From an optimization exercise on the open Yosys and OpenROAD flow, aimed at small area and a short achievable clock period; shortcuts taken in it are not production practice. In this exercise RTL edits were held to simulation tests only and were not proved equivalent to the original.

Setup of job 1761:
## gte_unr_divide
module gte_unr_divide (
   input  wire        clk,
   input  wire        reset,
   input  wire        trigger,
   input  wire [15:0] lhs,
   input  wire [15:0] rhs,
   output reg  [16:0] result,
   output reg         div_error
);
==> flow/config.mk <==
export PLATFORM = sky130hd
export DESIGN_NAME = gte_unr_divide
export DESIGN_NICKNAME = gte_unr_divide
export VERILOG_FILES = /design/flow/design.v
export SDC_FILE = /design/flow/constraint.sdc
export NUM_CORES = 4
export LEC_CHECK = 0
export CAP_MARGIN = 20
export CORE_MARGIN = 2
export CORE_UTILIZATION = 65
export CTS_CLUSTER_DIAMETER = 100
export CTS_CLUSTER_SIZE = 25
export SETUP_SLACK_MARGIN = 4.3
export SLEW_MARGIN = 20
==> flow/constraint.sdc <==
create_clock -name core_clock -period 8.0 [get_ports {clk}]
set_input_delay 1.6000 -clock core_clock [delete_from_list [all_inputs] [get_ports {clk}]]
set_output_delay 1.6000 -clock core_clock [all_outputs]
set_load 0.01 [all_outputs]
standard.sh (not shown) runs the stock make flow with config.mk's settings and CLKGATE_MAP_FILE= SYNTH_SCRIPT=/design/flow/synth_recipe.tcl, a recipe that flattens the netlist after the stock synthesis.
==> flow/flow/run.sh <==
#!/bin/bash
set -euo pipefail
bash standard.sh "BUFFER_PORTS_ARGS=-buffer_cell sky130_fd_sc_hd__buf_2" finish > standard_make.log 2>&1
Job 1761: PASS, flow complete, no timing, DRC or antenna violations
Inputs modified between job 1761 and job 4596:
-- flow/config.mk --
<<< job 1761, line 13
export SETUP_SLACK_MARGIN = 4.3
>>> job 4596, line 13
export SETUP_SLACK_MARGIN = 4.7
==> comparison <==
- In the metrics for job 4596 and job 1761, the one carrying the lower number of iterations in the first detailed-routing pass is job 4596.
- Job 1761 ended with every stage complete and zero timing, DRC or antenna violations.
- Every stage of the flow completed for job 4596, and the final layout passed the timing, DRC and antenna checks.
- Reported for job 4596 and job 1761, sequential cell count turned out identical to the last digit.
- Of job 4596 and job 1761, the run reporting the higher post-placement worst setup slack was job 4596.
- Between job 4596 and job 1761, clock-buffer cell count is higher for job 4596, job 1761 comes in under that.

Another version of the RTL of gte_unr_divide (not shown whole).
Size: ~2,400 cells after synthesis, roughly 53 I/O pins, roughly 22,000 sq um of cells after synthesis.
clock: 8.0 ns
lec_check: 0
cap_margin: 20
core_margin: 2
core_utilization: 40
slew_margin: 20
run.sh (not shown) runs the stock make flow with config.mk's settings and CLKGATE_MAP_FILE= SYNTH_SCRIPT=/design/flow/synth_recipe.tcl, a recipe that flattens the netlist after the stock synthesis.
Stock flow here: none of the scripts above is used.
The baseline finished clean.
Then changed:
- ABC_AREA: default -> 1
- SETUP_SLACK_MARGIN: default -> 4.5
The new run finished with timing, DRC and antenna clean.
Maximum frequency increases by 21%.
First-iteration DRC count grows by 54%.
Die area drops by 0.55%.
Non-clock buffer count grows by 26.
Cell count rose by 13%.
Area after synthesis went down by 0.56%.
Design area is higher by 3.0%.
Then changed:
==> flow/flow/run.sh (new file) <==
#!/bin/bash
# The standard ORFS layout (standard.sh: the standard flow's synthesis and flow), with two
# changes: the port buffers are buf_2 cells instead of the default choice, and
# the repair steps aim for a tighter setup margin.
set -euo pipefail
MARGIN=$(cat flow/margin.txt)
bash standard.sh "BUFFER_PORTS_ARGS=-buffer_cell sky130_fd_sc_hd__buf_2" "SETUP_SLACK_MARGIN=$MARGIN" finish > standard_make.log 2>&1
==> flow/flow/margin.txt (new file) <==
5
==> flow/standard.sh (new file) <==
#!/bin/bash
# synth_recipe.tcl (not shown) runs the flow's synth.tcl, then flattens the netlist and writes it again
# the make line also repeats each setting of config.mk as NAME=value (left out here)
make -C /OpenROAD-flow-scripts/flow DESIGN_CONFIG=/design/flow/config.mk WORK_HOME=/design/flow/orfs CLKGATE_MAP_FILE= SYNTH_SCRIPT=/design/flow/synth_recipe.tcl "${@:-finish}"
- ABC_AREA: 1 -> default
- SETUP_SLACK_MARGIN: 4.5 -> default
removed: flow/run.sh
Outcome: The new run passed the timing, DRC and antenna checks; cell area climbs by a few percent; cell count goes down by roughly a tenth; hold slack is worse by 0.019 ns; setup slack gains 0.10 ns; synthesized area rose slightly; wire length falls by a few percent; critical path depth rises by 2; die area goes up slightly.
Then changed:
==> flow/run.sh (new file) <==
#!/bin/bash
# synth_recipe.tcl (not shown) runs the flow's synth.tcl, then flattens the netlist and writes it again
# the make line also repeats each setting of config.mk as NAME=value (left out here)
make -C /OpenROAD-flow-scripts/flow DESIGN_CONFIG=/design/flow/config.mk WORK_HOME=/design/flow/orfs CLKGATE_MAP_FILE= SYNTH_SCRIPT=/design/flow/synth_recipe.tcl finish
- CORE_UTILIZATION: 40 -> 65
- CTS_CLUSTER_DIAMETER: default -> 100
- CTS_CLUSTER_SIZE: default -> 25
- SETUP_SLACK_MARGIN: default -> 4.5
removed: flow/flow/run.sh
removed: flow/flow/margin.txt
removed: flow/standard.sh
Die area falls by well over a third.
Register-to-register slack got worse by 0.097 ns.
Critical path depth is unchanged.
Routed wire length falls by a few percent.
Synthesized cell count stays the same.
Synthesized area does not change.
Final area falls by roughly a tenth.
Global-route usage rises by 10 points.

RTL: one of the versions met above, not the one the previous note started from.
Size: about 2300 cells after synthesis, ~310 flip-flops, about 53 I/O pins, roughly 0.022 sq mm of cells after synthesis.
clock: 8.0 ns
lec_check: 0
cap_margin: 20
core_margin: 2
core_utilization: 65
cts_cluster_diameter: 100
cts_cluster_size: 25
setup_slack_margin: 4.0
slew_margin: 20
standard.sh (not shown) runs the stock make flow with config.mk's settings and CLKGATE_MAP_FILE= SYNTH_SCRIPT=/design/flow/synth_recipe.tcl, a recipe that flattens the netlist after the stock synthesis.
==> flow/flow/run.sh <==
#!/bin/bash
set -euo pipefail
bash standard.sh "BUFFER_PORTS_ARGS=-buffer_cell sky130_fd_sc_hd__buf_2" finish > standard_make.log 2>&1
The baseline completed without violations.
Edit:
Settings changed: SETUP_SLACK_MARGIN 4.0 to 4.5.
Final cell count climbs by 0.67%.
Wire length barely changes.
Via count shrinks by 0.63%.
Register-to-register slack improves by 360 ps.
Count of clock-buffer cells in the layout does not change.

port drivers added, routing unchanged:
Ports are ideal in the flow. The routed layouts listed here were re-timed in OpenROAD. Step 1 (the two cells are an assumption about what drives the block):
set clk [get_ports {clk}]
set_driving_cell -lib_cell sky130_fd_sc_hd__clkbuf_16 $clk
set_driving_cell -lib_cell sky130_fd_sc_hd__buf_2 [delete_from_list [all_inputs] $clk]
Step 2 adds t to the input delays and takes it off the output delays; t is the mean of the earliest and latest rising clock arrival at the registers after step 1. Input paths then give back, and output paths get back, about the clock's delay inside the block. Slacks: ideal / step 1 / step 2; pairs: ideal / step 1.
run | t (ns) | setup WS [ns] | worst data-port slew with drivers (ns) | pins driven straight from the clock port
job 1761 | 0.556 | 4.334 / 4.334 / 3.937 | 0.03 | 1
job 4596 | 0.566 | 4.584 / 4.584 / 4.205 | 0.04 | 1
the first run of note 2 | 0.605 | 3.785 / 3.819 / 3.214 | 0.06 | 1
the second run of note 2 | 0.598 | 4.525 / 4.525 / 4.121 | 0.04 | 1
the third run of note 2 | 0.605 | 4.626 / 4.626 / 4.188 | 0.05 | 1
the fourth run of note 2 | 0.565 | 4.529 / 4.529 / 4.039 | 0.04 | 1
the first run of note 3 | 0.553 | 4.218 / 4.218 / 3.787 | 0.03 | 1
the second run of note 3 | 0.555 | 4.578 / 4.578 / 4.088 | 0.03 | 1
After both steps setup and hold are still met in every run listed. The setup slack of the first run of note 2, which loses most, moves by +0.034 ns with the drivers and by -0.571 ns with both steps.
